What follows belongs to an exercise in optimizing a design on an open flow for small area and a short achievable clock period; a production flow would make more cautious choices.
RTL that was checked went through simulation tests only; none was proved equivalent to the original.
No functional check of the RTL was part of runs 4 to 7.
Power is estimated from default activity; no workload was simulated.

[design/flow/design.v]
module paintr_core (
	input  logic         clk,
	input  logic         rst,
	input  logic         step,
	input  logic [7:0]   pos_x,
	input  logic [7:0]   pos_y,
	input  logic         sw_save,
	input  logic         sw_load,
	input  logic [639:0] ram_q,
	input  logic         fb_rdata,
	output logic [8:0]   ram_addr,
	output logic [639:0] ram_data,
	output logic         ram_wren,
	output logic [18:0]  fb_waddr,
	output logic         fb_wdata,
	output logic [18:0]  fb_raddr,
	output logic [7:0]   VGA_R,
	output logic [7:0]   VGA_G,
	output logic [7:0]   VGA_B,
	output logic         VGA_BLANK_N,
	output logic         VGA_CLK,
	output logic         VGA_HS,
	output logic         VGA_SYNC_N,
	output logic         VGA_VS
);
	logic [10:0] cx, cy;
	always_ff @(posedge clk) begin
		if (rst) begin
			cx <= 11'd0;
			cy <= 11'd0;
		end else if (step) begin
			if (pos_x > 8'h30) cx <= pos_x[7] ? cx - 11'd1 : cx + 11'd1;
			if (pos_y > 8'h30) cy <= pos_y[7] ? cy + 11'd1 : cy - 11'd1;
		end
	end
	logic [9:0] load_x;
	logic [8:0] load_y;
	logic       color, act, wrap;
	logic [639:0] q_sh;    
	assign q_sh = {1'b0, ram_q[639:1]};
	logic [7:0]  s0, s1;
	logic [9:0]  s2;
	logic [79:0] g1;
	logic [9:0]  g2;
	logic        q_mux;
	always_comb begin
		for (int k = 0; k < 8; k++)  s0[k] = (load_x[2:0] == k);
		for (int k = 0; k < 8; k++)  s1[k] = (load_x[5:3] == k);
		for (int k = 0; k < 10; k++) s2[k] = (load_x[9:6] == k);
		for (int h = 0; h < 80; h++) g1[h] = |(q_sh[8*h +: 8] & s0);
		for (int m = 0; m < 10; m++) g2[m] = |(g1[8*m +: 8] & s1);
		q_mux = |(g2 & s2);
	end
	logic row_end, all_done, upd;
	assign row_end  = act & ~wrap & (load_x == 10'd638);          
	assign all_done = act & wrap & (load_y == 9'd478);            
	assign upd      = ~row_end & ~all_done;
	always_ff @(posedge clk) begin
		if (rst) begin
			load_x <= 10'd0;
			load_y <= 9'd0;
			color  <= 1'b0;
		end else if (sw_load & upd) begin
			load_x <= (act & ~wrap) ? load_x + 10'd1 : 10'd0;
			load_y <= act ? (wrap ? load_y + 9'd1 : load_y) : 9'd0;
			color  <= (act & ~wrap) ? q_mux : ram_q[0];
		end
	end
	always_ff @(posedge clk) begin
		if (rst | ~sw_load) begin
			act  <= 1'b0;
			wrap <= 1'b0;
		end else begin
			act  <= 1'b1;
			if (row_end) wrap <= 1'b1;
			else if (upd) wrap <= 1'b0;
		end
	end
	logic [10:0] x, y;
	assign x = sw_load ? {1'b0, load_x} : cx;
	assign y = sw_load ? {2'b0, load_y} : cy;
	logic [8:0]   write_addr;
	logic [639:0] data;
	logic         eq_l, eq_c, en;
	assign eq_l = (write_addr == load_y);
	assign eq_c = ({2'b00, write_addr} == cy);
	assign en   = sw_save & ~rst & (sw_load ? eq_l : eq_c);
	logic [79:0] rsel;
	logic [7:0]  csel;
	always_comb begin
		for (int j = 0; j < 80; j++) rsel[j] = en & (x[10:3] == j);
		for (int k = 0; k < 8; k++)  csel[k] = (x[2:0] == k);
	end
	always_ff @(posedge clk) begin
		for (int i = 0; i < 640; i++)
			data[i] <= (data[i] & en) | (rsel[i >> 3] & csel[i & 7]);
	end
	always_ff @(posedge clk) begin
		if (rst | ~sw_save) write_addr <= 9'd0;
		else                write_addr <= y[8:0];
	end
	assign ram_data = data;
	assign ram_wren = sw_save;
	assign ram_addr = sw_load ? (act ? load_y : 9'd0) : (sw_save ? write_addr : 9'd500);
	logic [11:0] ac, al;
	logic        mx, my, cx_c;
	assign mx   = step & (pos_x > 8'h30);
	assign my   = step & (pos_y > 8'h30);
	assign cx_c = mx & (pos_x[7] ? (cx[6:0] == 7'd0) : (cx[6:0] == 7'h7f));
	logic [5:0]  dx, dy, dac;
	logic        cy_w;
	assign dx   = ~cx_c ? 6'd0 :
	              pos_x[7] ? ((cx[10:7] == 4'd0)  ? 6'd15 : 6'h3f) :
	                         ((cx[10:7] == 4'd15) ? 6'h31 : 6'd1);
	assign dy   = ~my ? 6'd0 : pos_y[7] ? 6'd5 : 6'h3b;
	assign cy_w = my & (pos_y[7] ? (cy == 11'h7ff) : (cy == 11'd0));
	assign dac  = dx + dy;
	always_ff @(posedge clk) begin
		if (rst) ac <= 12'd0;
		else     ac <= ac + {cy_w ^ dac[5], {5{dac[5]}}, dac};
	end
	always_ff @(posedge clk) begin
		if (rst) al <= 12'd0;
		else if (sw_load & upd) begin
			if (~act) al <= 12'd0;
			else if (wrap | (load_x[6:0] == 7'h7f)) al <= al + 12'd1;
		end
	end
	assign fb_waddr = sw_load ? {al, load_x[6:0]} : {ac, cx[6:0]};
	assign fb_wdata = sw_load ? color : 1'b1;
	logic [10:0] hcount;
	logic [9:0]  vcount;
	logic        eol, eof, blank, pixel;
	assign eol = (hcount == 11'd1599);
	assign eof = (vcount == 10'd524);
	logic [10:0] hnext;
	logic [9:0]  vnext;
	logic [11:0] ra;       
	logic        hs, vs;
	assign hnext = eol ? 11'd0 : hcount + 11'd1;
	assign vnext = eol ? (eof ? 10'd0 : vcount + 10'd1) : vcount;
	always_ff @(posedge clk) begin
		if (rst) begin
			hcount <= 11'd0;
			vcount <= 10'd0;
			ra     <= 12'd0;
			hs     <= 1'b1;
			vs     <= 1'b1;
		end else begin
			hcount <= hnext;
			vcount <= vnext;
			if (eol)                      ra <= eof ? 12'd0 : ra - 12'd1;
			else if (hcount[7:0] == 8'hff) ra <= ra + 12'd1;
			hs <= !((hnext[10:7] == 4'b1010) & (hnext[6] | hnext[5]));
			vs <= !(vnext[9:1] == 9'd245);
		end
	end
	assign VGA_HS = hs;
	assign VGA_VS = vs;
	assign VGA_SYNC_N = 1'b1;
	assign VGA_CLK = hcount[0];
	assign blank = (hcount[10] & (hcount[9] | hcount[8])) | vcount[9] | (vcount[8:5] == 4'b1111);
	assign fb_raddr = {ra, hcount[7:1]};
	always_ff @(posedge clk) begin
		if (rst) begin
			pixel <= 1'b0;
			VGA_BLANK_N <= 1'b0;
		end else if (hcount[0]) begin
			pixel <= fb_rdata;
			VGA_BLANK_N <= ~blank;
		end
	end
	assign VGA_R = {8{pixel}};
	assign VGA_G = {8{pixel}};
	assign VGA_B = {8{pixel}};
endmodule
[design/flow/flow/run.sh]
#!/bin/bash
# Standard ORFS layout (the standard.sh), with two layout choices added to
# config.mk: port buffers use the smallest buffer cell, and pins may sit on
# adjacent routing tracks so that a smaller die still holds all 1370 ports.
set -euo pipefail
cat flow/extra.mk >> config.mk
bash standard.sh > standard.log 2>&1
[design/flow/flow/extra.mk]
export BUFFER_PORTS_ARGS = -buffer_cell sky130_fd_sc_hd__buf_1
export PLACE_PINS_ARGS = -min_distance 1 -min_distance_in_tracks
[design/flow/standard.sh]
#!/bin/bash
# synth_recipe.tcl (not shown) runs the flow's synth.tcl, then flattens the netlist and writes it again
# the make line also repeats each setting of config.mk as NAME=value (left out here)
make -C /OpenROAD-flow-scripts/flow DESIGN_CONFIG=/design/flow/config.mk WORK_HOME=/design/flow/orfs CLKGATE_MAP_FILE= SYNTH_SCRIPT=/design/flow/synth_recipe.tcl "${@:-finish}"
[design/flow/config.mk]
export PLATFORM = sky130hd
export DESIGN_NAME = paintr_core
export DESIGN_NICKNAME = paintr_core
export VERILOG_FILES = /design/flow/design.v
export SDC_FILE = /design/flow/constraint.sdc
export NUM_CORES = 4
export LEC_CHECK = 0
export CAP_MARGIN = 20
export CORE_AREA = 5 5 355 355
export DIE_AREA = 0 0 360 360
export SLEW_MARGIN = 20
export BUFFER_PORTS_ARGS = -buffer_cell sky130_fd_sc_hd__buf_1
export PLACE_PINS_ARGS = -min_distance 1 -min_distance_in_tracks
[design/flow/constraint.sdc]
create_clock -name core_clock -period 6.5 [get_ports {clk}]
set_input_delay 1.3000 -clock core_clock [delete_from_list [all_inputs] [get_ports {clk}]]
set_output_delay 1.3000 -clock core_clock [all_outputs]
set_load 0.01 [all_outputs]
==> flow_summary.json, run 1 <==
{
  "fillers": 12850,
  "end_kind": "output port",
  "fp.coreArea_mm2": 0.122,
  "cellLeakagePower_nw": 14.7,
  "antenna_found_initial": 27,
  "drtPass1Iterations": 14,
  "drcViolationCount": 0,
  "die_w_um": 360,
  "final.min_clock_period_ns": 4.70,
  "worst_pin_slew_ns": 1.08,
  "cts_setup_buffers": 0,
  "rows": 128,
  "yosysMostFrequentCell": "dfxtp_1",
  "clk_pin_slew_ns": 0.05,
  "die_height_um": 360,
  "area_growth_pct": 29.4,
  "grt_use_met3_pct": 8.12,
  "layout.nets": 5029,
  "synth_cell_type_count": 71,
  "grt.busiest_layer": "met2",
  "synth_edf_count": 0,
  "clockRootBuffer": "clkbuf_16",
  "worstSetupPathType": "input port to output port",
  "crit_family": "buffers and inverters",
  "cts_tree": "done",
  "cp.required_ns": 5.20,
  "clock_latency_ns": 0.66,
  "outcome": "finished clean",
  "overflow": 0,
  "finalSetupViolCount": 0,
  "startpoint_type": "input port",
  "totalWireLength_mm": 168,
  "pin_count": 1380,
  "fin_tns_setup_ns": 0,
  "use_met2_pct": 33.6,
  "drv_slew": 0,
  "synth_area_per_cell_um2": 10.1,
  "ir_drop_mv": 0.189,
  "max-cap-violations": 0,
  "hpwl_mm": 125,
  "crit_path_max_fanout": 33,
  "vias": 33423,
  "slew_headroom_pct": 27.7,
  "grt_pass1_wl_mm": 232,
  "ys_seq_area_share_pct": 48.3,
  "yosysTopAreaCellShare_pct": 48.3,
  "slowest_stage": "mux2i_1",
  "synth_top_area_cell": "dfxtp_1",
  "cts_buffers": 79,
  "ys_seq_elements": 754,
  "grtUsageMet1_pct": 29.4,
  "ys.flop_type": "dfxtp_1",
  "grt_usage_pct": 24.0,
  "initial_core_util_pct": 25.7,
  "die_area_mm2": 0.130,
  "syn_area_mm2": 0.0312,
  "synthTopCellsByCount": "dfxtp_1, a22o_1, nor2_1",
  "netlist_instances": 3098,
  "grt_max_degree": 236,
  "via_per_inst": 5.55,
  "cpPeakStageDelay_ns": 0.58,
  "rsz0062_at_grt": "false",
  "drtIter0Drc": 4331,
  "grt_pass1_vias": 31459,
  "cts_resized": 0,
  "hold_viol": 0,
  "period_share_pct": 72.3,
  "power_density_mw_per_mm2": 256,
  "cts_sinks": 754,
  "yosys_warnings": 1,
  "critPathArrivalTime_ns": 3.40,
  "critPathBufInv": 4,
  "yosys-top-cells-area": "dfxtp_1, a22o_1, a222oi_1",
  "antenna_left": 0,
  "drive_gt1_share_pct": 6.31,
  "hold_buffers": 0,
  "htreeDepth": 3,
  "cp_cell_sequence": "buf_2 -> buf_4 -> mux2i_1 -> inv_1 -> buf_1",
  "routabilityCongestion": 1.01,
  "hold_path.class": "flop to flop",
  "cts_buffer_depth": 3,
  "final_cells": 6025,
  "async_flop_share_pct": 0,
  "fin_skew_ns": 0.0525,
  "dp_cells": 5860,
  "io_buffers": 1378,
  "fmax_ghz": 0.213,
  "post_drt_wl_per_cell_um": 27.9
}
## logic make-up (layout without fill, tap and decap cells)
group | Yosys count | after routing | share of synthesized area [%]
AOI/OAI and AO/OA | 1090 | 1090 | 29.6
xor gates and xnor gates | 79 | 79 | 2.22
adders and majority gates | 51 | 51 | 2.14
buffers and inverters | 349 | 1627 | 5.19
DFF | 754 | 754 | 48.3
muxes | 60 | 60 | 2.06
other | 1 | 25 | 0.0120
and+or+nand+nor | 714 | 714 | 10.4
## state kept, by name (all words and copies together), names as in the netlist
name and cells:
data 640, ac 12, al 12, ra 12, cx 11, cy 11
hcount 11, load_x 10, vcount 10, load_y 9, write_addr 9, VGA_BLANK_N 1
act 1, color 1, hs 1, pixel 1, vs 1, wrap 1
## layer usage
metal	vias up	wire length (um)	share of wire, %
li1	14442	-	-
met1	16098	66300	39
met2	2153	67000	40
met3	720	17200	10
met4	10	17400	10
met5	-	68	0.040
## stage by stage
stage,instance area [um2],total power (W),util [%],hold slack (ns),worst slack [ns]
6_report,40400,0.0104,33.2,0.476,1.80
5_1_grt,40400,0.0107,33.2,0.487,1.64
4_1_cts,40400,0.0104,33.2,0.478,1.83
3_5_place_dp,37700,0.00587,31.0,0.462,1.28
3_3_place_gp,37700,0.00586,31.0,0.459,1.35
2_1_floorplan,31200,0.00545,-,0.471,1.64
## area by class of cell
cell class                      count  area [um2]  share of cell area, %
Multi-Input combinational cell   1995       14700                   36.2
Sequential cell                   754       15100                   37.3
Inverter                           41         154                  0.381
Clock buffer                      113        2290                   5.65
Clock inverter                     28         340                  0.842
Tap cell                         1625        2030                   5.03
Antenna cell                       24        60.1                  0.149
Timing Repair Buffer             1445        5800                   14.4
## final timing paths
path	startpoint	slack, ns	cells after the start	to
max	sw_load	1.80	5	fb_waddr[2]
min	data[201]$_DFF_P_	0.48	1	data[201]$_DFF_P_
max reg2reg	load_x[0]$_SDFFE_PP0P_	1.90	12	color$_SDFFE_PP0P_
min reg2reg	data[201]$_DFF_P_	0.48	1	data[201]$_DFF_P_
## report_power, final
group / total, W / switching, W / internal, W
Sequential: 0.00472 / 0.0000559 / 0.00467
Combinational: 0.00106 / 0.000676 / 0.000381
Clock: 0.00458 / 0.00198 / 0.00260
Total: 0.0104 / 0.00271 / 0.00765
## placed cells by master, fill, tap and decap left out, types with 26 or more instances in the layout
| cell | synthesis | final |
|---|---|---|
| xnor2_1 | 39 | 39 |
| buf_4 | 43 | 57 |
| ha_1 | 47 | 42 |
| buf_1 | 31 | 1376 |
| nand2_1 | 214 | 214 |
| o22ai_1 | 30 | 30 |
| clkbuf_16 | 0 | 80 |
| xor2_1 | 40 | 40 |
| nand3_1 | 47 | 47 |
| a21oi_1 | 75 | 75 |
| a22o_1 | 641 | 641 |
| mux2i_1 | 26 | 26 |
| nor4_1 | 27 | 27 |
| o21ai_0 | 31 | 31 |
| inv_1 | 39 | 38 |
| nor3_1 | 28 | 28 |
| mux2_2 | 34 | 34 |
| a222oi_1 | 208 | 208 |
| nor2_1 | 283 | 263 |
| dfxtp_1 | 754 | 753 |
==> run 2, diff against run 1 <==
--- a/design/flow/config.mk
+++ b/design/flow/config.mk
@@ -9,2 +9,4 @@
 export CORE_AREA = 5 5 355 355
+export CTS_BUF_LIST = sky130_fd_sc_hd__clkbuf_8
+export CTS_CLUSTER_SIZE = 24
 export DIE_AREA = 0 0 360 360
==> flow_summary.json, run 2 <==
{
  "fin_tns_setup_ns": 0,
  "yosys-top-cells-area": "dfxtp_1, a22o_1, a222oi_1",
  "fmax_ghz": 0.214,
  "fin_skew_ns": 0.0596,
  "startpoint_type": "input port",
  "worstSetupPathType": "input port to output port",
  "largest-register": "data",
  "outcome": "finished clean",
  "synth_cell_type_count": 71,
  "rows": 128,
  "cts_setup_buffers": 0,
  "final.min_clock_period_ns": 4.66,
  "antenna_left": 0,
  "power_density_mw_per_mm2": 246,
  "drcViolationCount": 0,
  "final_common_cell": "buf_1",
  "cts_tree": "done",
  "drv_slew": 0,
  "slowest_stage": "mux2i_1",
  "routabilityCongestion": 1.01,
  "cp_cell_sequence": "buf_2 -> buf_4 -> mux2i_1 -> inv_1 -> buf_1",
  "area_growth_pct": 28.8,
  "cts_buffers": 119,
  "hold_path.class": "flop to flop",
  "overflow": 0,
  "die_height_um": 360,
  "ys.flop_type": "dfxtp_1",
  "pin_count": 1380,
  "switching_share_pct": 27.3,
  "cpPeakStageDelay_ns": 0.58,
  "clockPowerShare_pct": 41.5,
  "ir_drop_mv": 0.169,
  "end_kind": "output port",
  "io_buffers": 1378,
  "htreeDepth": 3,
  "mostFrequentLayoutCells": "buf_1, dfxtp_1, a22o_1",
  "synthTopCellsByCount": "dfxtp_1, a22o_1, nor2_1",
  "die_w_um": 360,
  "initial_core_util_pct": 25.7,
  "period_share_pct": 71.8,
  "power.share.sequential_pct": 47.8,
  "clock_latency_ns": 0.79,
  "cellLeakagePower_nw": 14.8,
  "cts_sinks": 754,
  "critPathArrivalTime_ns": 3.36,
  "post-route-util_pct": 33.1,
  "cp.required_ns": 5.20,
  "max-cap-violations": 0,
  "yosysMostFrequentCell": "dfxtp_1",
  "internal-power_w": 0.00718,
  "hold_viol": 0,
  "synth_edf_count": 0,
  "grt_max_degree": 236,
  "grt_usage_pct": 24.1,
  "worst_pin_slew_ns": 1.13,
  "layout.nets": 5069,
  "hpwl_mm": 125,
  "grt_pass1_wl_mm": 233,
  "fillers": 12947,
  "drive_gt1_share_pct": 7.35,
  "vias": 33798,
  "cts_buffer_depth": 3,
  "totalWireLength_mm": 168,
  "via_per_inst": 5.54,
  "synth_top_area_cell": "dfxtp_1",
  "ys_seq_elements": 754,
  "die_area_mm2": 0.130,
  "antenna_found_initial": 28,
  "rsz0062_at_grt": "false",
  "cts_resized": 0,
  "drtIter0Drc": 4284,
  "grt_pass1_vias": 31815,
  "clk_pin_slew_ns": 0.06,
  "yosysTopAreaCellShare_pct": 48.3,
  "p_switching_w": 0.00270,
  "pwr-share-comb_pct": 10.7,
  "synth_area_per_cell_um2": 10.1,
  "netlist_instances": 3098,
  "largest_reg_flops": 640,
  "finalSetupViolCount": 0,
  "syn_area_mm2": 0.0312,
  "hold_buffers": 0,
  "slew_headroom_pct": 24.5,
  "ys_seq_area_share_pct": 48.3,
  "post_drt_wl_per_cell_um": 27.6,
  "clockRootBuffer": "clkbuf_8",
  "fp.coreArea_mm2": 0.122,
  "yosys_warnings": 1,
  "drtPass1Iterations": 13,
  "crit_path_max_fanout": 33,
  "async_flop_share_pct": 0
}
-- run 2: area by class of cell --
type / count / area (um2) / share of cell area, %
Sequential cell: 754 / 15100 / 37.5
Multi-Input combinational cell: 1995 / 14700 / 36.4
Timing Repair Buffer: 1445 / 5800 / 14.4
Tap cell: 1625 / 2030 / 5.05
Clock buffer: 144 / 1980 / 4.93
Clock inverter: 71 / 437 / 1.09
Inverter: 41 / 154 / 0.383
Antenna cell: 29 / 72.6 / 0.180
-- run 2: power by group through the flow --
stage               registers (W)  clock network, W  logic, W
finish                    0.00472           0.00410   0.00106
global route              0.00473           0.00441   0.00115
CTS                       0.00472           0.00418   0.00105
detailed placement        0.00482                 0   0.00104
global placement          0.00482                 0   0.00104
floorplan                 0.00480                 0  0.000644
-- run 2: worst max-delay path: cells and delay by family --
| kind | cells | cell delay, ns |
|---|---|---|
| mux | 1 | 0.58 |
| buf+inv | 4 | 1.45 |
-- run 2: stage by stage --
stage                     power (W)  hold WS, ns  area [um2]  setup WS (ns)  instances
final                       0.00988        0.475       40200           1.84       6104
after global routing         0.0103        0.489       40200           1.65       6096
after CTS                   0.00995        0.480       40200           1.84       6075
after detailed placement    0.00587        0.462       37700           1.28       5860
after global placement      0.00586        0.459       37700           1.35       5860
after floorplan             0.00545        0.471       31200           1.64       3098
-- run 2: worst paths after layout --
path                          start            endpoint  slack (ns)  cells past startpoint
max                         sw_load         fb_waddr[2]        1.84                      5
min               data[365]$_DFF_P_   data[365]$_DFF_P_        0.48                      1
max reg2reg  load_x[0]$_SDFFE_PP0P_  color$_SDFFE_PP0P_        1.97                     12
min reg2reg       data[365]$_DFF_P_   data[365]$_DFF_P_        0.48                      1
-- run 2: cell families (layout without fill, tap and decap cells) --
| group | Yosys count | in the layout | synth area share [%] |
|---|---|---|---|
| adder cells (fa/ha/maj) | 51 | 51 | 2.14 |
| XOR/XNOR | 79 | 79 | 2.22 |
| buffers and inverters | 349 | 1701 | 5.19 |
| AND/OR/NAND/NOR | 714 | 714 | 10.4 |
| AO/OA/AOI/OAI | 1090 | 1090 | 29.6 |
| multiplexers | 60 | 60 | 2.06 |
| flip-flops | 754 | 754 | 48.3 |
| other | 1 | 30 | 0.0120 |
-- run 2: metal layers --
layer / up-vias / share of wire, % / global-route usage, %
li1: 14568 / - / -
met1: 16274 / 40 / 29.2
met2: 2200 / 39 / 33.3
met3: 748 / 10 / 8.90
met4: 8 / 11 / 21.1
met5: - / 0.036 / 0
==> run 3, diff against run 2 <==
--- a/design/flow/config.mk
+++ b/design/flow/config.mk
@@ -12,2 +12,3 @@
 export DIE_AREA = 0 0 360 360
+export SETUP_SLACK_MARGIN = 3.0
 export SLEW_MARGIN = 20
==> flow_summary.json, run 3 <==
{
  "outcome": "finished clean",
  "area_growth_pct": 35.8,
  "max-cap-violations": 0,
  "mostFrequentLayoutCells": "buf_1, dfxtp_1, a22o_1",
  "die_height_um": 360,
  "largest_reg_flops": 640,
  "post_drt_wl_per_cell_um": 28.5,
  "ys.flop_type": "dfxtp_1",
  "post-route-util_pct": 34.9,
  "cts_buffers": 131,
  "final.min_clock_period_ns": 3.66,
  "clk_pin_slew_ns": 0.05,
  "fillers": 12707,
  "cpMostUsedCell": "a21o_1",
  "hold_viol": 0,
  "cp_cell_sequence": "buf_6 -> nor4_4 -> nor2_2 -> o31ai_4 -> clkinvlp_4 -> ha_4 -> inv_2 -> fa_2 -> xnor2_1 -> ha_1 -> a21o_1 -> a21o_1 -> a21o_1 -> a21oi_2 -> o21a_1 -> o21ai_1 -> xnor2_1 -> nor2_1",
  "yosysMostFrequentCell": "dfxtp_1",
  "drtPass1Iterations": 17,
  "path_depth": 18,
  "dpl-instance-area_mm2": 0.0380,
  "drcViolationCount": 0,
  "drv_slew": 0,
  "regArea_mm2": 0.0151,
  "die_w_um": 360,
  "cellLeakagePower_nw": 15.7,
  "ys_seq_elements": 754,
  "synthTopCellsByCount": "dfxtp_1, a22o_1, nor2_1",
  "syn_area_mm2": 0.0312,
  "hold_path.class": "flop to flop",
  "pin_count": 1380,
  "startpoint_type": "input port",
  "critPathArrivalTime_ns": 4.33,
  "vias": 34682,
  "clockRootBuffer": "clkbuf_8",
  "yosys_warnings": 1,
  "final_cells": 6196,
  "yosysTopAreaCellShare_pct": 48.3,
  "final_common_cell": "buf_1",
  "grt_max_degree": 214,
  "hold_buffers": 0,
  "ir_drop_mv": 0.189,
  "holdPathStages": 1,
  "rsz0062_at_grt": "true",
  "async_flop_share_pct": 0,
  "cp.required_ns": 7.18,
  "slew_headroom_pct": 31.9,
  "overflow": 0,
  "fin_skew_ns": 0.0479,
  "crit_family": "compound AO/OA/AOI/OAI gates",
  "end_kind": "flop",
  "routabilityCongestion": 0.999,
  "drive_gt1_share_pct": 11.3,
  "hpwl_mm": 125,
  "synth_cell_type_count": 71,
  "synth_edf_count": 0,
  "cts_sinks": 754,
  "worstSetupPathType": "input port to flop",
  "ys_seq_area_share_pct": 48.3,
  "antenna_found_initial": 39,
  "initial_core_util_pct": 25.7,
  "dp_cells": 5860,
  "io_buffers": 1378,
  "fp.coreArea_mm2": 0.122,
  "totalWireLength_mm": 177,
  "layout.nets": 5156,
  "critPathBufInv": 3,
  "r2r_setup_slack_ns": 3.04,
  "worst_pin_slew_ns": 1.02,
  "period_share_pct": 56.2,
  "rr_worst_depth": 15,
  "design_area_mm2": 0.0424,
  "antenna_left": 0,
  "via_per_inst": 5.60,
  "grt_pass1_wl_mm": 241,
  "multi_input_area_mm2": 0.0152,
  "fin_tns_setup_ns": 0,
  "grt_pass1_vias": 32430,
  "largest-register": "data",
  "fmax_ghz": 0.274,
  "grt_usage_pct": 25.1,
  "cpPeakStageDelay_ns": 0.29,
  "drtIter0Drc": 4911,
  "crit_path_max_fanout": 3,
  "yosys-top-cells-area": "dfxtp_1, a22o_1, a222oi_1",
  "slowest_stage": "ha_1",
  "netlist_instances": 3098,
  "htreeDepth": 4,
  "synth_top_area_cell": "dfxtp_1",
  "finalSetupViolCount": 0,
  "clock_latency_ns": 0.83,
  "cts_tree": "done",
  "rows": 128,
  "die_area_mm2": 0.130,
  "power_density_mw_per_mm2": 248,
  "cts_buffer_depth": 3,
  "synth_area_per_cell_um2": 10.1
}
[run 3: cell counts after synthesis]
No cell type changed its count.
[run 3: metal layers]
metal  vias to the layer above  GRT usage [%]  share of wire (%)
li1                      14754              -                  -
met1                     16723           30.9                 40
met2                      2484           34.7                 41
met3                       709           8.64                 11
met4                        12           21.2                9.2
met5                         -          0.254              0.059
[run 3: per-stage QoR]
stage,setup slack (ns),hold slack [ns],total power [W]
final,2.84,0.475,0.0105
after CTS,2.89,0.479,0.0106
after floorplan,2.19,0.472,0.00548
after global placement,1.28,0.460,0.00589
after global routing,2.71,0.484,0.0110
after detailed placement,1.23,0.462,0.00590
[run 3: cells by family after synthesis]
group           after synthesis  synth area share [%]
flops                       754                  48.3
buf+inv                     349                  5.19
xor+xnor                     79                  2.22
simple gates                714                  10.4
other cells                   1                0.0120
compound gates             1090                  29.6
mux                          60                  2.06
fa+ha+maj                    51                  2.14
[run 3: final cells by class]
| class | count | area share, % |
|---|---|---|
| Inverter | 41 | 0.404 |
| Timing Repair Buffer | 1519 | 16.7 |
| Multi-Input combinational cell | 1996 | 35.9 |
| Clock buffer | 156 | 5.06 |
| Antenna cell | 34 | 0.201 |
| Sequential cell | 754 | 35.6 |
| Clock inverter | 71 | 1.39 |
| Tap cell | 1625 | 4.79 |
[run 3: worst paths after layout]
| check | from | to |
|---|---|---|
| setup reg to reg | cx[4]$_SDFFE_PP0P_ | ac[10]$_SDFF_PP0_ |
| hold reg to reg | data[309]$_DFF_P_ | data[309]$_DFF_P_ |
| hold / removal | data[309]$_DFF_P_ | data[309]$_DFF_P_ |
| setup / recovery | pos_y[3] | ac[10]$_SDFF_PP0_ |
[run 3: power by group]
group          switching [W]  leakage [nW]  internal, W
logic               0.000736          8.07     0.000479
clock network        0.00207          1.52      0.00252
registers          0.0000698          6.08      0.00467
total                0.00287          15.7      0.00766
[run 3: timing repair]
action | 4_1_cts | 5_1_grt
resized for setup | 105 | 45
cloned | 8 | 7
endpoints found under the setup margin | 682 | 513
pin swaps | 21 | 33
buffers inserted | 35 | 24
==> run 4, diff against run 3 <==
--- a/design/flow/design.v
+++ b/design/flow/design.v
@@ -87,7 +87,7 @@
 	assign en   = sw_save & ~rst & (sw_load ? eq_l : eq_c);
-	logic [79:0] rsel;
-	logic [7:0]  csel;
+	logic [19:0] rsel;
+	logic [31:0] csel;
 	always_comb begin
-		for (int j = 0; j < 80; j++) rsel[j] = en & (x[10:3] == j);
-		for (int k = 0; k < 8; k++)  csel[k] = (x[2:0] == k);
+		for (int j = 0; j < 20; j++) rsel[j] = en & (x[10:5] == j);
+		for (int k = 0; k < 32; k++) csel[k] = (x[4:0] == k);
 	end
@@ -95,3 +95,3 @@
 		for (int i = 0; i < 640; i++)
-			data[i] <= (data[i] & en) | (rsel[i >> 3] & csel[i & 7]);
+			data[i] <= (data[i] & en) | (rsel[i >> 5] & csel[i & 31]);
 	end
@@ -109,13 +109,34 @@
 	assign cx_c = mx & (pos_x[7] ? (cx[6:0] == 7'd0) : (cx[6:0] == 7'h7f));
-	logic [5:0]  dx, dy, dac;
+	logic [5:0]  dxr;      
 	logic        cy_w;
-	assign dx   = ~cx_c ? 6'd0 :
-	              pos_x[7] ? ((cx[10:7] == 4'd0)  ? 6'd15 : 6'h3f) :
-	                         ((cx[10:7] == 4'd15) ? 6'h31 : 6'd1);
-	assign dy   = ~my ? 6'd0 : pos_y[7] ? 6'd5 : 6'h3b;
+	assign dxr  = (cx[6:0] == 7'h7f) ? ((cx[10:7] == 4'd15) ? 6'h31 : 6'd1) :
+	              (cx[6:0] == 7'd0)  ? ((cx[10:7] == 4'd0)  ? 6'd15 : 6'h3f) : 6'd0;
 	assign cy_w = my & (pos_y[7] ? (cy == 11'h7ff) : (cy == 11'd0));
-	assign dac  = dx + dy;
+	logic [5:0]  kd [6];   
+	logic [6:0]  ks [6];
+	logic [5:0]  klo [6];
+	logic [5:0]  kup, kdn;
+	always_comb begin
+		kd[0] = 6'd0;        kd[1] = 6'd5;         kd[2] = 6'h3b;
+		kd[3] = dxr;         kd[4] = dxr + 6'd5;   kd[5] = dxr + 6'h3b;
+		for (int k = 0; k < 6; k++) begin
+			ks[k]  = {1'b0, ac[5:0]} + {1'b0, kd[k]};
+			klo[k] = ks[k][5:0];
+			kup[k] = ks[k][6] & ~kd[k][5];
+			kdn[k] = ~ks[k][6] & kd[k][5];
+		end
+	end
+	logic [2:0]  ksel;
+	assign ksel = (cx_c ? 3'd3 : 3'd0) + (~my ? 3'd0 : pos_y[7] ? 3'd1 : 3'd2);
+	logic [5:0]  ac_up, ac_dn, ac_hi, ac_lo;
+	logic        sel_up, sel_dn;
+	assign ac_up  = ac[11:6] + 6'd1;
+	assign ac_dn  = ac[11:6] - 6'd1;
+	assign ac_lo  = klo[ksel];
+	assign sel_up = kup[ksel];
+	assign sel_dn = kdn[ksel];
+	assign ac_hi  = sel_up ? ac_up : sel_dn ? ac_dn : ac[11:6];
 	always_ff @(posedge clk) begin
 		if (rst) ac <= 12'd0;
-		else     ac <= ac + {cy_w ^ dac[5], {5{dac[5]}}, dac};
+		else     ac <= {ac_hi[5] ^ cy_w, ac_hi[4:0], ac_lo};
 	end
--- a/design/flow/config.mk
+++ b/design/flow/config.mk
@@ -8,6 +8,7 @@
 export CAP_MARGIN = 20
-export CORE_AREA = 5 5 355 355
-export CTS_BUF_LIST = sky130_fd_sc_hd__clkbuf_8
-export CTS_CLUSTER_SIZE = 24
-export DIE_AREA = 0 0 360 360
+export CORE_AREA = 12 12 368 368
+export CTS_BUF_LIST = sky130_fd_sc_hd__clkbuf_8 sky130_fd_sc_hd__clkbuf_16
+export CTS_CLUSTER_DIAMETER = 100
+export CTS_CLUSTER_SIZE = 30
+export DIE_AREA = 0 0 380 380
 export SETUP_SLACK_MARGIN = 3.0
==> flow_summary.json, run 4 <==
{
  "outcome": "finished clean",
  "rr_worst_depth": 9,
  "cp.required_ns": 6.99,
  "fin_tns_setup_ns": 0,
  "clockPowerShare_pct": 31.5,
  "synth_edf_count": 0,
  "ys.flop_type": "dfxtp_1",
  "r2r_start": "load_x[1]$_SDFFE_PP0P_",
  "power_density_mw_per_mm2": 225,
  "cts_tree": "done",
  "drive_gt1_share_pct": 10.6,
  "power.share.sequential_pct": 50.4,
  "period_share_pct": 66.6,
  "grt_pass1_vias": 32555,
  "yosys_warnings": 4,
  "drtPass1Iterations": 15,
  "multi_input_area_mm2": 0.0161,
  "min-delay-start": "data[89]$_DFF_P_",
  "max-cap-violations": 0,
  "hold_path_end": "data[89]$_DFF_P_",
  "cellLeakagePower_nw": 14.6,
  "clock_latency_ns": 0.62,
  "startpoint_type": "input port",
  "largest_reg_flops": 640,
  "drtIter0Drc": 4576,
  "drcViolationCount": 0,
  "synth_area_per_cell_um2": 9.79,
  "cp_cell_sequence": "buf_1 -> a222oi_1 -> nand2_2 -> a222oi_1 -> o22ai_1 -> or4b_1 -> a311oi_2 -> a21oi_1",
  "rsz0062_at_grt": "true",
  "dp_cells": 5999,
  "ys_seq_area_share_pct": 46.9,
  "r2r_setup_slack_ns": 2.17,
  "crit_family": "compound AO/OA/AOI/OAI gates",
  "end_kind": "flop",
  "ir_drop_mv": 0.168,
  "async_flop_share_pct": 0,
  "yosysMostFrequentCell": "dfxtp_1",
  "syn_area_mm2": 0.0322,
  "mostFrequentLayoutCells": "buf_1, dfxtp_1, a22o_1",
  "io_buffers": 1378,
  "hold_path.class": "flop to flop",
  "fillers": 13162,
  "cpPeakStageDelay_ns": 1.08,
  "grt_max_degree": 222,
  "fmax_ghz": 0.231,
  "final.min_clock_period_ns": 4.33,
  "grt_usage_pct": 24.7,
  "cp-startpoint": "ram_q[50]",
  "yosys-top-cells-area": "dfxtp_1, a22o_1, a222oi_1",
  "p_switching_w": 0.00286,
  "worstSetupPathType": "input port to flop",
  "overflow": 0,
  "ys_seq_elements": 754,
  "synth_cell_type_count": 87,
  "critPathBufInv": 1,
  "initial_core_util_pct": 25.6,
  "routabilityCongestion": 0.964,
  "worst_pin_slew_ns": 1.20,
  "cts_sinks": 754,
  "fp.coreArea_mm2": 0.126,
  "fin_skew_ns": 0.0483,
  "crit_path_max_fanout": 1,
  "layout.nets": 5243,
  "final_cells": 6205,
  "cpMostUsedCell": "a222oi_1",
  "power_w": 0.00944,
  "switching_share_pct": 30.3,
  "final_common_cell": "buf_1",
  "critPathArrivalTime_ns": 4.82,
  "cts_buffer_depth": 3,
  "via_per_inst": 5.64,
  "htreeDepth": 2,
  "netlist_instances": 3283,
  "internal-power_w": 0.00658,
  "clk_pin_slew_ns": 0.11,
  "drv_slew": 0,
  "grt_pass1_wl_mm": 262,
  "area_growth_pct": 30.6,
  "die_w_um": 380,
  "totalWireLength_mm": 193,
  "post_drt_wl_per_cell_um": 31.1,
  "slowest_stage": "a222oi_1",
  "pwr-share-comb_pct": 18.1,
  "die_area_mm2": 0.144,
  "antenna_found_initial": 29,
  "regArea_mm2": 0.0151,
  "synth_top_area_cell": "dfxtp_1",
  "holdPathStages": 2,
  "cts_buffers": 38,
  "antenna_left": 0,
  "reg2reg_to": "color$_SDFFE_PP0P_",
  "finalSetupViolCount": 0,
  "rows": 130,
  "yosysTopAreaCellShare_pct": 46.9,
  "hpwl_mm": 136,
  "clockRootBuffer": "clkbuf_16",
  "die_height_um": 380,
  "hold_viol": 0,
  "largest-register": "data",
  "slew_headroom_pct": 20.0,
  "synthTopCellsByCount": "dfxtp_1, a22o_1, nor2_1",
  "vias": 35017,
  "pin_count": 1380
}
==> run 4: metrics by stage <==
stage / util [%] / worst slack [ns] / area, um2 / hold WS (ns)
after floorplan: - / 2.44 / 32600 / 0.400
after global placement: 30.6 / 1.38 / 38500 / 0.448
after detailed placement: 30.7 / 1.29 / 38500 / 0.453
after CTS: 32.9 / 2.31 / 41400 / 0.480
after global routing: 33.4 / 2.23 / 42000 / 0.496
final: 33.4 / 2.17 / 42000 / 0.479
==> run 4: layout make-up <==
class                   count  area share (%)
diodes                     21           0.125
clock buffers              40            2.36
clock inverters            14           0.721
inverters                  54           0.545
multi-input cells        2125            38.4
flip-flops and latches    754            36.0
well taps                1650            4.91
repair buffers           1547            16.9
==> run 4: power groups by stage <==
stage	Sequential (W)	Combinational, W	Clock, W
final	0.00476	0.00170	0.00297
after global routing	0.00477	0.00184	0.00318
after CTS	0.00476	0.00160	0.00303
after detailed placement	0.00486	0.00138	0
after global placement	0.00486	0.00136	0
after floorplan	0.00482	0.000934	0
==> run 4: worst max path at each step <==
| stage | endpoint | slack, ns | depth (start not counted) |
|---|---|---|---|
| 5_1_grt | color$_SDFFE_PP0P_ | 2.23 | 9 |
| 4_1_cts | color$_SDFFE_PP0P_ | 2.31 | 9 |
| 2_1_floorplan | ac[8]$_SDFFE_PP0P_ | 2.44 | 14 |
| 6_report | color$_SDFFE_PP0P_ | 2.17 | 8 |
| 3_5_place_dp | data[617]$_DFF_P_ | 1.29 | 8 |
| 3_3_place_gp | data[616]$_DFF_P_ | 1.38 | 8 |
==> run 4: per-layer routing <==
layer  part of all wire, %  GRT usage, %  wire length (um)
met5                  0.10         0.437               198
met4                   8.7          17.9             16800
met3                    11          8.30             20400
met2                    40          34.7             76400
met1                    41          30.9             78900
==> run 4: worst reg2reg max path, delay by kind of cell (launching register included) <==
family / cells / cell delay (ns)
flops: 1 / 0.38
buf+inv: 1 / 0.14
simple gates: 2 / 0.86
fa+ha+maj: 1 / 0.24
compound gates: 5 / 2.59
==> run 4: logic make-up (layout without fill, tap and decap cells) <==
| kind of cell | count (synthesis) | after routing | share of synthesized area [%] |
|---|---|---|---|
| simple gates | 773 | 789 | 11.3 |
| other cells | 1 | 23 | 0.0117 |
| flops | 754 | 754 | 46.9 |
| mux | 59 | 59 | 1.95 |
| buf+inv | 421 | 1655 | 6.73 |
| xor+xnor | 77 | 77 | 2.10 |
| compound gates | 1137 | 1137 | 28.4 |
| fa+ha+maj | 61 | 61 | 2.51 |
==> run 4: what timing repair did <==
item	4_1_cts	5_1_grt
setup endpoints to repair	685	428
pin swaps	47	30
hold buffers	0	0
setup buffers	75	34
cloned	20	2
gates resized for setup	161	53
endpoints found under the hold margin	0	0
==> run 5, diff against run 4 <==
--- a/design/flow/design.v
+++ b/design/flow/design.v
@@ -128,4 +128,12 @@
 	end
-	logic [2:0]  ksel;
-	assign ksel = (cx_c ? 3'd3 : 3'd0) + (~my ? 3'd0 : pos_y[7] ? 3'd1 : 3'd2);
+	logic        yu, yd;
+	assign yu = my & pos_y[7];
+	assign yd = my & ~pos_y[7];
+	logic [7:0]  kv [6];   
+	logic [7:0]  kx, k0, kk;
+	always_comb
+		for (int k = 0; k < 6; k++) kv[k] = {klo[k], kup[k], kdn[k]};
+	assign k0 = yu ? kv[1] : yd ? kv[2] : kv[0];
+	assign kx = yu ? kv[4] : yd ? kv[5] : kv[3];
+	assign kk = cx_c ? kx : k0;
 	logic [5:0]  ac_up, ac_dn, ac_hi, ac_lo;
@@ -134,5 +142,3 @@
 	assign ac_dn  = ac[11:6] - 6'd1;
-	assign ac_lo  = klo[ksel];
-	assign sel_up = kup[ksel];
-	assign sel_dn = kdn[ksel];
+	assign {ac_lo, sel_up, sel_dn} = kk;
 	assign ac_hi  = sel_up ? ac_up : sel_dn ? ac_dn : ac[11:6];
--- a/design/flow/config.mk
+++ b/design/flow/config.mk
@@ -8,7 +8,6 @@
 export CAP_MARGIN = 20
-export CORE_AREA = 12 12 368 368
-export CTS_BUF_LIST = sky130_fd_sc_hd__clkbuf_8 sky130_fd_sc_hd__clkbuf_16
-export CTS_CLUSTER_DIAMETER = 100
-export CTS_CLUSTER_SIZE = 30
-export DIE_AREA = 0 0 380 380
+export CORE_AREA = 5 5 355 355
+export CTS_BUF_LIST = sky130_fd_sc_hd__clkbuf_8
+export CTS_CLUSTER_SIZE = 24
+export DIE_AREA = 0 0 360 360
 export SETUP_SLACK_MARGIN = 3.0
==> flow_summary.json, run 5 <==
{
  "yosys-top-cells-area": "dfxtp_1, a22o_1, a222oi_1",
  "largest_reg_flops": 640,
  "synthTopCellsByCount": "dfxtp_1, a22o_1, nor2_1",
  "grt_usage_pct": 25.3,
  "synth_xor_area_share_pct": 2.44,
  "clock_latency_ns": 0.83,
  "cts_sinks": 754,
  "syn_area_mm2": 0.0313,
  "cts_buffer_depth": 3,
  "fin_skew_ns": 0.0572,
  "synth_cell_type_count": 73,
  "vias": 34962,
  "end_kind": "flop",
  "yosysTopAreaCellShare_pct": 48.3,
  "hold_buffers": 0,
  "ys.flop_type": "dfxtp_1",
  "max-cap-violations": 0,
  "cellLeakagePower_nw": 15.0,
  "slowest_stage": "a222oi_1",
  "antenna_left": 0,
  "die_w_um": 360,
  "rsz0062_at_grt": "true",
  "synth_simple_gate_area_share_pct": 10.3,
  "worstSetupPathType": "flop to flop",
  "synth_top_family_by_area": "compound AO/OA/AOI/OAI gates",
  "outcome": "finished clean",
  "clockRootBuffer": "clkbuf_8",
  "final.min_clock_period_ns": 3.98,
  "synth_fa_ha_area_share_pct": 2.44,
  "synth_edf_count": 0,
  "die_area_mm2": 0.130,
  "rows": 128,
  "muxShareOfSynthArea_pct": 1.58,
  "grt_max_degree": 233,
  "worst_pin_slew_ns": 1.18,
  "pin_count": 1380,
  "fin_tns_setup_ns": 0,
  "crit_family": "compound AO/OA/AOI/OAI gates",
  "synth_top_area_cell": "dfxtp_1",
  "fillers": 12725,
  "fmax_ghz": 0.251,
  "drv_slew": 0,
  "finalSetupViolCount": 0,
  "mostFrequentLayoutCells": "buf_1, dfxtp_1, a22o_1",
  "via_per_inst": 5.53,
  "die_height_um": 360,
  "yosysMostFrequentCell": "dfxtp_1",
  "slew_headroom_pct": 21.0,
  "drive_gt1_share_pct": 11.4,
  "overflow": 0,
  "cp_cell_sequence": "inv_4 -> ha_4 -> buf_12 -> buf_4 -> a222oi_1 -> nand2_1 -> a222oi_1 -> o22ai_1 -> or4_1 -> mux4_2 -> a311oi_2 -> o22ai_1",
  "drtPass1Iterations": 17,
  "final_common_cell": "buf_1",
  "grt_pass1_vias": 32407,
  "area_growth_pct": 34.7,
  "netlist_instances": 3229,
  "startpoint_type": "flop",
  "critPathArrivalTime_ns": 4.68,
  "hold_path.class": "flop to flop",
  "post_drt_wl_per_cell_um": 28.3,
  "drtIter0Drc": 4689,
  "async_flop_share_pct": 0,
  "io_buffers": 1378,
  "grt_pass1_wl_mm": 243,
  "totalWireLength_mm": 179,
  "antenna_found_initial": 75,
  "ys_seq_elements": 754,
  "routabilityCongestion": 1.04,
  "cpPeakStageDelay_ns": 0.64,
  "period_share_pct": 61.2,
  "cp.required_ns": 7.20,
  "yosys_warnings": 5,
  "htreeDepth": 3,
  "layout.nets": 5248,
  "hold_viol": 0,
  "synth_area_per_cell_um2": 9.68,
  "power_density_mw_per_mm2": 244,
  "largest-register": "data",
  "crit_path_max_fanout": 5,
  "hpwl_mm": 123,
  "fp.coreArea_mm2": 0.122,
  "initial_core_util_pct": 25.7,
  "whs_ns": 0.455,
  "synth_compound_area_share_pct": 29.2,
  "critPathBufInv": 3,
  "ir_drop_mv": 0.201,
  "clk_pin_slew_ns": 0.06,
  "cts_buffers": 121,
  "drcViolationCount": 0,
  "ys_seq_area_share_pct": 48.3,
  "cts_tree": "done"
}
[run 5: cell count changes after synthesis, sizes merged, moves of 8 or more]
cell    change
clkbuf    +106
nor2       -16
nor2b       -8
nor4        -8
a21oi       +8
buf       -107
or4         +8
mux2        -9
a222oi      +9
[run 5: layout make-up]
type / count / area [um2] / area share (%)
tap: 1625 / 2030 / 4.83
clock inverter: 74 / 493 / 1.17
multi-input combinational: 2070 / 15200 / 36.2
clock buffer: 144 / 1980 / 4.70
inverter: 52 / 204 / 0.484
antenna: 75 / 188 / 0.445
sequential: 754 / 15100 / 35.9
timing repair buffer: 1529 / 6860 / 16.3
[run 5: logic make-up after synthesis]
| group | count (synthesis) |
|---|---|
| AOI/OAI and AO/OA | 1137 |
| DFF | 754 |
| and+or+nand+nor | 728 |
| buffers and inverters | 418 |
| xor gates and xnor gates | 87 |
| adders and majority gates | 58 |
| muxes | 46 |
| other | 1 |
[run 5: repair_timing]
| item | 4_1_cts | 5_1_grt |
|---|---|---|
| setup buffers | 61 | 27 |
| endpoints found under the setup margin | 628 | 445 |
| cloned | 10 | 6 |
| resized for setup | 96 | 95 |
| pin swaps | 32 | 25 |
[run 5: per-stage QoR]
step,setup slack (ns),total power (W),cells,area (um2),util (%)
2_1_floorplan,2.93,0.00554,3230,31400,-
3_3_place_gp,1.17,0.00597,5923,37700,31.0
3_5_place_dp,1.10,0.00599,5925,37800,31.0
4_1_cts,2.64,0.0103,6214,41300,34.0
5_1_grt,2.48,0.0107,6316,42100,34.6
6_report,2.52,0.0103,6323,42100,34.6
[run 5: worst paths after layout]
path	start	to	slack, ns	cells after the start
worst max register to register	load_x[0]$_SDFFE_PP0P_	color$_SDFFE_PP0P_	2.52	12
worst min register to register	hcount[10]$_SDFF_PP0_	hs$_SDFF_PP1_	0.45	1
worst min-delay path	hcount[10]$_SDFF_PP0_	hs$_SDFF_PP1_	0.45	1
worst max-delay path	load_x[0]$_SDFFE_PP0P_	color$_SDFFE_PP0P_	2.52	12
[run 5: power by group]
part           internal [W]  switching (W)  leakage, nW
Sequential          0.00466      0.0000789         6.09
Clock               0.00219        0.00202         1.45
Combinational      0.000538       0.000799         7.51
Total               0.00739        0.00290         15.0
[run 5: metal layers]
| layer | vias to the layer above | part of all wire, % | GRT usage, % |
|---|---|---|---|
| met1 | 16839 | 38 | 30.6 |
| met2 | 2418 | 42 | 36.6 |
| met4 | 8 | 9.0 | 19.6 |
| met5 | - | 0.026 | 0 |
| li1 | 15004 | - | - |
| met3 | 693 | 11 | 9.21 |
[run 5: worst reg2reg max path, stage by stage (launching register included)]
cell and delay (ns):
dfxtp_4 0.39, inv_4 0.06, ha_4 0.17, buf_12 0.14, buf_4 0.16, a222oi_1 0.64
nand2_1 0.14, a222oi_1 0.57, o22ai_1 0.14, or4_1 0.54, mux4_2 0.50, a311oi_2 0.26
o22ai_1 0.12
==> run 6, diff against run 5 <==
--- a/design/flow/config.mk
+++ b/design/flow/config.mk
@@ -9,6 +9,7 @@
 export CORE_AREA = 5 5 355 355
-export CTS_BUF_LIST = sky130_fd_sc_hd__clkbuf_8
-export CTS_CLUSTER_SIZE = 24
+export CTS_BUF_LIST = sky130_fd_sc_hd__clkbuf_8 sky130_fd_sc_hd__clkbuf_16
+export CTS_CLUSTER_DIAMETER = 60
+export CTS_CLUSTER_SIZE = 20
 export DIE_AREA = 0 0 360 360
-export SETUP_SLACK_MARGIN = 3.0
+export SETUP_SLACK_MARGIN = 3.3
 export SLEW_MARGIN = 20
==> flow_summary.json, run 6 <==
{
  "ir_drop_mv": 0.260,
  "io_buffers": 1378,
  "ys.flop_type": "dfxtp_1",
  "yosys_warnings": 5,
  "drtIter0Drc": 5022,
  "ys_seq_elements": 754,
  "worst_pin_slew_ns": 1.22,
  "via_per_inst": 5.63,
  "routabilityCongestion": 0.974,
  "grt_max_degree": 122,
  "hold_buffers": 0,
  "async_flop_share_pct": 0,
  "pin_count": 1380,
  "synth_xor_area_share_pct": 2.44,
  "power_density_mw_per_mm2": 237,
  "final.min_clock_period_ns": 3.65,
  "clock_latency_ns": 0.74,
  "cts_buffers": 61,
  "mostFrequentLayoutCells": "buf_1, dfxtp_1, a22o_1",
  "antenna_found_initial": 9,
  "internal-power_w": 0.00719,
  "netlist_instances": 3229,
  "rsz0062_at_grt": "true",
  "die_height_um": 360,
  "synth_simple_gate_area_share_pct": 10.3,
  "clockRootBuffer": "clkbuf_16",
  "die_area_mm2": 0.130,
  "grt_pass1_wl_mm": 234,
  "crit_path_max_fanout": 4,
  "grt_usage_pct": 24.3,
  "power.share.sequential_pct": 46.9,
  "setup_ws_ns": 2.85,
  "syn_area_mm2": 0.0313,
  "hpwl_mm": 118,
  "max-cap-violations": 0,
  "synth_area_per_cell_um2": 9.68,
  "ys_seq_area_share_pct": 48.3,
  "fp.coreArea_mm2": 0.122,
  "yosys-top-cells-area": "dfxtp_1, a22o_1, a222oi_1",
  "vias": 34677,
  "die_w_um": 360,
  "largest_reg_flops": 640,
  "grt_pass1_vias": 31753,
  "end_kind": "flop",
  "pwr-share-comb_pct": 13.8,
  "drtPass1Iterations": 14,
  "yosysMostFrequentCell": "dfxtp_1",
  "drv_slew": 0,
  "cellLeakagePower_nw": 15.0,
  "outcome": "finished clean",
  "totalWireLength_mm": 175,
  "worstSetupPathType": "flop to flop",
  "hold_viol": 0,
  "fin_tns_setup_ns": 0,
  "overflow": 0,
  "regArea_mm2": 0.0151,
  "slew_headroom_pct": 18.5,
  "power_w": 0.0101,
  "fillers": 12584,
  "post_drt_wl_per_cell_um": 28.4,
  "clockPowerShare_pct": 39.2,
  "layout.nets": 5208,
  "fmax_ghz": 0.274,
  "synth_edf_count": 0,
  "muxShareOfSynthArea_pct": 1.58,
  "startpoint_type": "flop",
  "multi_input_area_mm2": 0.0155,
  "rows": 128,
  "synth_cell_type_count": 73,
  "dp_slack_ns": 1.36,
  "switching_share_pct": 28.8,
  "cts_buffer_depth": 3,
  "drcViolationCount": 0,
  "largest-register": "data",
  "final_common_cell": "buf_1",
  "fin_skew_ns": 0.0940,
  "synth_compound_area_share_pct": 29.2,
  "cts_tree": "done",
  "finalSetupViolCount": 0,
  "p_switching_w": 0.00290,
  "antenna_left": 0,
  "cp.required_ns": 7.06,
  "initial_core_util_pct": 25.7,
  "yosysTopAreaCellShare_pct": 48.3,
  "cts_sinks": 754,
  "clk_pin_slew_ns": 0.08,
  "synthTopCellsByCount": "dfxtp_1, a22o_1, nor2_1",
  "critPathArrivalTime_ns": 4.21,
  "synth_top_area_cell": "dfxtp_1",
  "area_growth_pct": 36.2,
  "htreeDepth": 2,
  "synth_top_family_by_area": "compound AO/OA/AOI/OAI gates",
  "synth_fa_ha_area_share_pct": 2.44,
  "drive_gt1_share_pct": 11.5,
  "period_share_pct": 56.1,
  "hold_path.class": "flop to flop"
}
-- run 6: cell counts after synthesis --
Identical to the previous run, type by type.
-- run 6: logic make-up after synthesis --
kind of cell	Yosys count
AO/OA/AOI/OAI	1137
flip-flops	754
AND/OR/NAND/NOR	728
buffers and inverters	418
XOR/XNOR	87
adder cells (fa/ha/maj)	58
multiplexers	46
other	1
-- run 6: timing repair --
action | 4_1_cts | 5_1_grt
resized for setup | 190 | 94
setup buffers | 66 | 23
setup endpoints to repair | 713 | 536
gates cloned | 15 | 16
pin swaps | 42 | 39
-- run 6: layout make-up --
type / count / share of cell area, %
Multi-Input combinational cell: 2069 / 36.4
Sequential cell: 754 / 35.5
Inverter: 52 / 0.493
Antenna cell: 4 / 0.0235
Clock buffer: 63 / 3.65
Timing Repair Buffer: 1550 / 17.9
Tap cell: 1625 / 4.77
Clock inverter: 42 / 1.29
-- run 6: path summary, 6_finish.rpt --
path / start / endpoint / slack [ns] / cells past startpoint
min reg2reg: data[19]$_DFF_P_ / data[19]$_DFF_P_ / 0.47 / 2
max: cx[6]$_SDFFE_PP0P_ / ac[11]$_SDFF_PP0_ / 2.85 / 16
min: data[19]$_DFF_P_ / data[19]$_DFF_P_ / 0.47 / 2
max reg2reg: cx[6]$_SDFFE_PP0P_ / ac[11]$_SDFF_PP0_ / 2.85 / 16
-- run 6: critical path, cell delays in order, from the launching register on --
cell,delay [ns]
dfxtp_4,0.37
nor4_4,0.32
nand2_2,0.18
a221o_2,0.51
inv_2,0.10
ha_4,0.20
inv_1,0.08
ha_4,0.21
o211a_1,0.12
o21ai_1,0.23
nand4_1,0.18
o21ai_2,0.14
o21ai_4,0.10
buf_6,0.13
or4_4,0.42
a21oi_2,0.15
nor3_2,0.05
-- run 6: routing by layer --
metal / wire [um] / global-route usage (%) / up-vias
met1: 67500 / 30.0 / 16815
met4: 17200 / 19.0 / 8
met3: 18500 / 7.85 / 723
li1: - / - / 14799
met5: 189 / 0.944 / -
met2: 71500 / 34.6 / 2332
-- run 6: power by group through the flow --
stage,sequential [W],combinational (W),clock (W)
2_1_floorplan,0.00480,0.000767,0
3_3_place_gp,0.00483,0.00115,0
3_5_place_dp,0.00483,0.00117,0
4_1_cts,0.00473,0.00132,0.00402
5_1_grt,0.00474,0.00150,0.00421
6_report,0.00473,0.00140,0.00396
-- run 6: stage by stage --
step / instances / area (um2) / hold slack, ns / util, %
3_3_place_gp: 5929 / 37900 / 0.447 / 31.1
4_1_cts: 6116 / 41700 / 0.468 / 34.2
6_report: 6159 / 42600 / 0.468 / 35.0
5_1_grt: 6156 / 42600 / 0.491 / 35.0
3_5_place_dp: 5930 / 37900 / 0.452 / 31.1
2_1_floorplan: 3230 / 31800 / 0.400 / -
==> run 7, diff against run 6 <==
--- a/design/flow/design.v
+++ b/design/flow/design.v
@@ -35,2 +35,24 @@
 	end
+	logic f_l1, f_l0, f_h1, f_h0;
+	logic cx_inc, cx_dec;
+	assign cx_inc = step & (pos_x > 8'h30) & ~pos_x[7];
+	assign cx_dec = step & (pos_x > 8'h30) & pos_x[7];
+	always_ff @(posedge clk) begin
+		if (rst) begin
+			f_l1 <= 1'b0;
+			f_l0 <= 1'b1;
+			f_h1 <= 1'b0;
+			f_h0 <= 1'b1;
+		end else if (cx_inc) begin
+			f_l1 <= (cx[6:0] == 7'h7e);
+			f_l0 <= f_l1;
+			f_h1 <= f_l1 ? (cx[10:7] == 4'd14) : f_h1;
+			f_h0 <= f_l1 ? (cx[10:7] == 4'd15) : f_h0;
+		end else if (cx_dec) begin
+			f_l1 <= f_l0;
+			f_l0 <= (cx[6:0] == 7'd1);
+			f_h1 <= f_l0 ? (cx[10:7] == 4'd0) : f_h1;
+			f_h0 <= f_l0 ? (cx[10:7] == 4'd1) : f_h0;
+		end
+	end
 	logic [9:0] load_x;
@@ -108,7 +130,6 @@
 	assign my   = step & (pos_y > 8'h30);
-	assign cx_c = mx & (pos_x[7] ? (cx[6:0] == 7'd0) : (cx[6:0] == 7'h7f));
+	assign cx_c = (cx_dec & f_l0) | (cx_inc & f_l1);
 	logic [5:0]  dxr;      
 	logic        cy_w;
-	assign dxr  = (cx[6:0] == 7'h7f) ? ((cx[10:7] == 4'd15) ? 6'h31 : 6'd1) :
-	              (cx[6:0] == 7'd0)  ? ((cx[10:7] == 4'd0)  ? 6'd15 : 6'h3f) : 6'd0;
+	assign dxr  = f_l1 ? (f_h1 ? 6'h31 : 6'd1) : f_l0 ? (f_h0 ? 6'd15 : 6'h3f) : 6'd0;
 	assign cy_w = my & (pos_y[7] ? (cy == 11'h7ff) : (cy == 11'd0));
@@ -120,3 +141,5 @@
 		kd[0] = 6'd0;        kd[1] = 6'd5;         kd[2] = 6'h3b;
-		kd[3] = dxr;         kd[4] = dxr + 6'd5;   kd[5] = dxr + 6'h3b;
+		kd[3] = dxr;
+		kd[4] = f_l1 ? (f_h1 ? 6'h36 : 6'd6)  : f_l0 ? (f_h0 ? 6'd20 : 6'd4)  : 6'd5;
+		kd[5] = f_l1 ? (f_h1 ? 6'h2c : 6'h3c) : f_l0 ? (f_h0 ? 6'd10 : 6'h3a) : 6'h3b;
 		for (int k = 0; k < 6; k++) begin
==> flow_summary.json, run 7 <==
{
  "grt_max_degree": 115,
  "yosys_warnings": 5,
  "muxShareOfSynthArea_pct": 2.10,
  "ys_seq_elements": 758,
  "via_per_inst": 5.65,
  "hold_path_end": "data[21]$_DFF_P_",
  "power_w": 0.00990,
  "drv_slew": 0,
  "critPathArrivalTime_ns": 4.12,
  "rows": 128,
  "syn_area_mm2": 0.0320,
  "cp.required_ns": 7.08,
  "fillers": 12612,
  "drive_gt1_share_pct": 11.7,
  "yosysTopAreaCellShare_pct": 47.4,
  "synth_fa_ha_area_share_pct": 2.19,
  "hold_viol": 0,
  "largest_reg_flops": 640,
  "synth_top_area_cell": "dfxtp_1",
  "final_common_cell": "buf_1",
  "routabilityCongestion": 1.04,
  "yosys-top-cells-area": "dfxtp_1, a22o_1, a222oi_1",
  "synth_compound_area_share_pct": 29.1,
  "layout.nets": 5308,
  "initial_core_util_pct": 26.3,
  "rsz0062_at_grt": "true",
  "startpoint_type": "flop",
  "r2r_setup_slack_ns": 2.96,
  "clk_pin_slew_ns": 0.07,
  "holdPathStages": 2,
  "fin_skew_ns": 0.0386,
  "netlist_instances": 3275,
  "grt_pass1_wl_mm": 258,
  "outcome": "finished clean",
  "area_growth_pct": 34.9,
  "pin_count": 1380,
  "totalWireLength_mm": 192,
  "crit_path_max_fanout": 52,
  "antenna_left": 0,
  "synth_area_per_cell_um2": 9.77,
  "hpwl_mm": 128,
  "cts_tree": "done",
  "cts_buffer_depth": 3,
  "grt_usage_pct": 27.2,
  "reg2reg_to": "color$_SDFFE_PP0P_",
  "worst_pin_slew_ns": 0.957,
  "io_buffers": 1378,
  "fin_tns_setup_ns": 0,
  "async_flop_share_pct": 0,
  "mostFrequentLayoutCells": "buf_1, dfxtp_1, a22o_1",
  "clockRootBuffer": "clkbuf_16",
  "die_w_um": 360,
  "ir_drop_mv": 0.225,
  "htreeDepth": 2,
  "max-cap-violations": 0,
  "rr_worst_depth": 9,
  "cts_buffers": 58,
  "hold_path.class": "flop to flop",
  "grt_pass1_vias": 32572,
  "fp.coreArea_mm2": 0.122,
  "post_drt_wl_per_cell_um": 30.5,
  "ys.flop_type": "dfxtp_1",
  "power_density_mw_per_mm2": 229,
  "ys_seq_area_share_pct": 47.4,
  "slew_headroom_pct": 36.2,
  "worstSetupPathType": "flop to flop",
  "die_area_mm2": 0.130,
  "route.met2.wl_mm": 78.4,
  "fmax_ghz": 0.283,
  "largest-register": "data",
  "synth_simple_gate_area_share_pct": 10.7,
  "synth_top_family_by_area": "compound AO/OA/AOI/OAI gates",
  "synthTopCellsByCount": "dfxtp_1, a22o_1, nor2_1",
  "vias": 35535,
  "drcViolationCount": 0,
  "end_kind": "flop",
  "setup_ws_ns": 2.96,
  "antenna_found_initial": 46,
  "finalSetupViolCount": 0,
  "synth_edf_count": 0,
  "cts_sinks": 758,
  "synth_xor_area_share_pct": 2.16,
  "m1WireLength_mm": 75.7,
  "min-delay-start": "data[21]$_DFF_P_",
  "drtIter0Drc": 5120,
  "dp_slack_ns": 1.68,
  "drtPass1Iterations": 13,
  "die_height_um": 360,
  "hold_buffers": 0,
  "synth_cell_type_count": 90,
  "final.min_clock_period_ns": 3.54,
  "clock_latency_ns": 0.65,
  "yosysMostFrequentCell": "dfxtp_1",
  "overflow": 0,
  "period_share_pct": 54.4,
  "r2r_start": "load_x[0]$_SDFFE_PP0P_",
  "dr_wl_met3_mm": 20.1,
  "cellLeakagePower_nw": 15.3,
  "highest_layer": "met5"
}
[run 7: per-layer routing]
metal,track usage (%),up-vias
met3,8.20,687
met4,20.2,8
met2,39.2,2381
met1,34.3,17352
met5,0.799,-
li1,-,15107
[run 7: worst max-delay path: stages (launching register included)]
cell,delay [ns]
dfxtp_4,0.40
ha_1,0.31
ha_4,0.67
buf_4,0.46
a222oi_1,0.16
a31oi_1,0.71
nor3_1,0.20
a211oi_1,0.27
o31ai_1,0.11
nand4_1,0.10
[run 7: worst max-delay path by stage]
stage                                      start                  to  slack (ns)
after floorplan                          sw_load        fb_waddr[12]        3.03
after global placement                   sw_load   data[476]$_DFF_P_        1.68
after detailed placement                 sw_load   data[476]$_DFF_P_        1.68
after CTS                 load_x[1]$_SDFFE_PP0P_  color$_SDFFE_PP0P_        2.88
after global routing      load_x[0]$_SDFFE_PP0P_  color$_SDFFE_PP0P_        2.99
final                     load_x[0]$_SDFFE_PP0P_  color$_SDFFE_PP0P_        2.96
[run 7: per-stage QoR]
step / instances / area [um2] / util (%) / hold WS (ns)
detailed placement: 5979 / 38400 / 31.6 / 0.432
global route: 6286 / 43200 / 35.5 / 0.485
floorplan: 3275 / 32300 / - / 0.399
global placement: 5978 / 38400 / 31.6 / 0.448
finish: 6290 / 43200 / 35.5 / 0.468
CTS: 6209 / 42400 / 34.9 / 0.471
[run 7: final cells by class]
type	instances	area [um2]	area share, %
multi-input combinational	2121	15800	36.5
sequential	758	15200	35.2
timing repair buffer	1593	7870	18.2
tap	1625	2030	4.71
clock buffer	61	1500	3.48
clock inverter	35	462	1.07
inverter	61	246	0.571
antenna	36	90.1	0.209
[run 7: logic make-up (layout without fill, tap and decap cells)]
group           count (synthesis)  in the layout
fa+ha+maj                      53             53
other cells                     1             37
mux                            63             63
compound gates               1162           1162
simple gates                  732            763
flops                         758            758
buf+inv                       427           1750
xor+xnor                       79             79
[run 7: repair_timing]
item | 4_1_cts | 5_1_grt
buffers inserted | 95 | 41
pin swaps | 59 | 35
gates resized for setup | 159 | 51
cloned | 39 | 2
endpoints found under the setup margin | 691 | 620
[run 7: where the power goes]
part           internal, W  total [W]  switching [W]
logic             0.000520    0.00131       0.000792
registers          0.00468    0.00475      0.0000737
clock network      0.00191    0.00383        0.00192

what the ideal ports hide:
No port has a modelled driver above. Below, the same layouts with a new extraction and two added sets of constraints. Step 1 sets driving cells, clkbuf_16 on the clock port and buf_2 on the other inputs (assumed; they add their load-dependent delay and slew). Step 2 moves the port delays by t, midway between the first and last clock arrival at a register: inputs arrive t later, outputs are due t later. That takes back most of the time a late clock gives input paths. a / b / c = ideal / step 1 / step 2; a / b = the first two.
| run | shift t [ns] | setup WS [ns] | worst register clock-pin slew, ns | pins driven straight from the clock port |
|---|---|---|---|---|
| run 1 | 0.694 | 1.801 / 1.723 / 1.122 | 0.07 / 0.07 | 1 |
| run 2 | 0.812 | 1.836 / 1.760 / 1.076 | 0.07 / 0.07 | 1 |
| run 3 | 0.874 | 2.844 / 2.783 / 1.965 | 0.07 / 0.07 | 1 |
| run 4 | 0.663 | 2.170 / 2.173 / 1.517 | 0.12 / 0.12 | 1 |
| run 5 | 0.865 | 2.522 / 2.522 / 1.900 | 0.07 / 0.07 | 1 |
| run 6 | 0.750 | 2.850 / 2.709 / 2.004 | 0.09 / 0.09 | 1 |
| run 7 | 0.694 | 2.961 / 2.644 / 2.444 | 0.09 / 0.09 | 1 |
After both steps every run listed still meets setup and hold. For run 3, which loses most, drivers alone change the setup slack by -0.061 ns; drivers and shift together by -0.879 ns.
